Background: an optimization exercise with open tools, aiming at small area and a short achievable clock period. Do not read the settings as production practice. Function was checked by simulation only, so behaviour that the tests miss may differ from the original. Power figures rest on the tool's default switching activity, not on a simulated workload.

## radix3_fft
module radix3_fft(
    input clk,
    input rst,
    input in_valid,
    input [31:0] a_re,
    input [31:0] a_img,
    input [31:0] b_re,
    input [31:0] b_img,
    input [31:0] c_re,
    input [31:0] c_img,
    output out_valid,
    output [31:0] ao_re,
    output [31:0] ao_img,
    output [31:0] bo_re,
    output [31:0] bo_img,
    output [31:0] co_re,
    output [31:0] co_img
    );
parameter [5:0] R1 = 6'b011111;     
parameter [5:0] R2 = 6'b011111;     
parameter [4:0] RM = 5'b10111;      
parameter [5:0] R3 = 6'b011111;     
parameter H1 = 0;                   
parameter H3 = 1;                   
function integer cnt;
    input [31:0] x;
    integer i;
    begin
        cnt = 0;
        for (i = 0; i < 32; i = i + 1) cnt = cnt + x[i];
    end
endfunction
localparam L1 = cnt(R1);
localparam L2 = cnt(R2);
localparam LM = cnt(RM);
localparam L3 = cnt(R3);
localparam LMID = (L2 > LM) ? L2 : LM;
localparam LAT = L1 + LMID + L3;
reg [LAT-1:0] v;
always @(posedge clk) begin
    if (rst)
        v <= {LAT{1'b0}};
    else
        v <= {v[LAT-2:0], in_valid};
end
assign out_valid = v[LAT-1];
  ...
Size in the first run: ~12000 cells after synthesis, about 390 I/O pins.
==> flow/config.mk <==
export PLATFORM = sky130hd
export DESIGN_NAME = radix3_fft
export DESIGN_NICKNAME = radix3_fft
export VERILOG_FILES = /design/flow/design.v
export SDC_FILE = /design/flow/constraint.sdc
export NUM_CORES = 8
export LEC_CHECK = 0
export CAP_MARGIN = 20
export CORE_MARGIN = 2
export CORE_UTILIZATION = 55
export CTS_BUF_LIST = sky130_fd_sc_hd__clkbuf_8 sky130_fd_sc_hd__clkbuf_16
export CTS_CLUSTER_DIAMETER = 60
export CTS_CLUSTER_SIZE = 16
export PLACE_DENSITY = 0.7
export SETUP_SLACK_MARGIN = 2.5
export SLEW_MARGIN = 20
export SYNTH_HIERARCHICAL = 1
==> flow/constraint.sdc <==
create_clock -name core_clock -period 5.0 [get_ports {clk}]
set_input_delay 1.0000 -clock core_clock [delete_from_list [all_inputs] [get_ports {clk}]]
set_output_delay 1.0000 -clock core_clock [all_outputs]
set_load 0.01 [all_outputs]
run.sh (not shown) runs the stock make flow with config.mk's settings and CLKGATE_MAP_FILE= SYNTH_SCRIPT=/design/flow/synth_recipe.tcl, a recipe that flattens the netlist after the stock synthesis.
The starting point completed with no timing, DRC or antenna violations.
Edit:
Settings changed: CORE_UTILIZATION 55 to 65, CTS_BUF_LIST sky130_fd_sc_hd__clkbuf_8 sky130_fd_sc_hd__clkbuf_16 to sky130_fd_sc_hd__clkbuf_8, PLACE_DENSITY 0.7 to 0.75.
The changed run completed with no timing, DRC or antenna violations.
Area after synthesis is unchanged.
Global-route usage rises by 4.1 points.
Die area falls by 15%.
Count of clock-buffer cells in the layout falls by 11.
Setup slack gets worse by 53 ps.
Flip-flop and latch count is unchanged.
Sequential share of layout area rises by 1.1 points.
Wire length falls by 1.4%.
Edit:
Settings changed: CORE_UTILIZATION 65 to 40, CTS_BUF_LIST sky130_fd_sc_hd__clkbuf_8 to default, CTS_CLUSTER_DIAMETER 60 to 80, CTS_CLUSTER_SIZE 16 to 24, PLACE_DENSITY 0.75 to 0.7.
Outcome: The changed run completed with no timing, DRC or antenna violations; via count falls by 3.9%; fmax goes down by 0.85%; final cell count rises by 10%; non-clock buffer count went down by 43; core utilization shrinks by 27 points; clock skew falls by 3.1 ps; setup slack is worse by 22 ps; count of clock-buffer cells in the layout is lower by 51; area after synthesis is unchanged; wire length is lower by 4.8%; global-route usage decreases by 12 points.
Edit:
Settings changed: CORE_UTILIZATION 40 to 55, CTS_CLUSTER_DIAMETER 80 to 60, CTS_CLUSTER_SIZE 24 to 16, SETUP_SLACK_MARGIN 2.5 to 2.55.
Utilization went up by 18 points. Via count climbs by about 3%. Clock power grows by about 25%. Power increases by about 6%. Global-route usage rises by 8.8 points. Synthesized cell count stays the same. Design area is higher by 1.6%. Area after synthesis does not change.
Edit:
Settings changed: CTS_BUF_LIST from default to sky130_fd_sc_hd__clkbuf_8, CTS_CLUSTER_DIAMETER 60 to 70, CTS_CLUSTER_SIZE 16 to 20, SETUP_SLACK_MARGIN 2.55 to 2.5.
The new run produced a clean layout.
Worst setup slack is worse by 57 ps.
Wire length shrinks by a few percent.
Die area is unchanged.
Clock skew shrinks by 21 ps.
Count of clock-buffer cells in the layout shrinks by 89.
Cell count shrinks slightly.
Edit:
Settings changed: CTS_CLUSTER_DIAMETER 70 to 60, CTS_CLUSTER_SIZE 20 to 16.
After rerunning:
- The changed run finished with timing, DRC and antenna clean
- sequential share of layout area goes down by 0.18 points
- power increases by about 0.9%
- maximum frequency came out lower by 0.70%
- via count grows by 0.47%

[afterwards: timing with drivers on the ports]
In the flow no input, the clock included, has a driving cell. The finished layouts below were timed again as built, in two steps.
Step 1, drivers: a clkbuf_16 drives clk and a buf_2 each remaining input, both assumed.
Step 2 moves the port delays by t, midway between the first and last clock arrival at a register: inputs arrive t later, outputs are due t later. That takes back most of the time a late clock gives input paths.
a / b / c = ideal / step 1 / step 2; a / b = the first two.
| run | t (ns) | setup slack, ns | clock arrival spread, ns | worst register clock-pin slew, ns |
|---|---|---|---|---|
| the first run | 0.986 | 2.522 / 2.488 / 1.731 | 0.038 / 0.039 | 0.07 / 0.07 |
| the second run | 1.124 | 2.470 / 2.380 / 1.703 | 0.066 / 0.066 | 0.11 / 0.11 |
| the third run | 0.978 | 2.448 / 2.448 / 1.735 | 0.072 / 0.072 | 0.10 / 0.10 |
| the fourth run | 1.008 | 2.548 / 2.518 / 1.704 | 0.069 / 0.068 | 0.07 / 0.07 |
| the fifth run | 1.111 | 2.491 / 2.405 / 1.702 | 0.044 / 0.045 | 0.12 / 0.12 |
| the sixth run | 1.139 | 2.473 / 2.378 / 1.674 | 0.056 / 0.057 | 0.11 / 0.11 |
After both steps setup and hold are still met in every run listed. The setup slack of the fourth run, which loses most, moves by -0.030 ns with the drivers and by -0.844 ns with both steps.
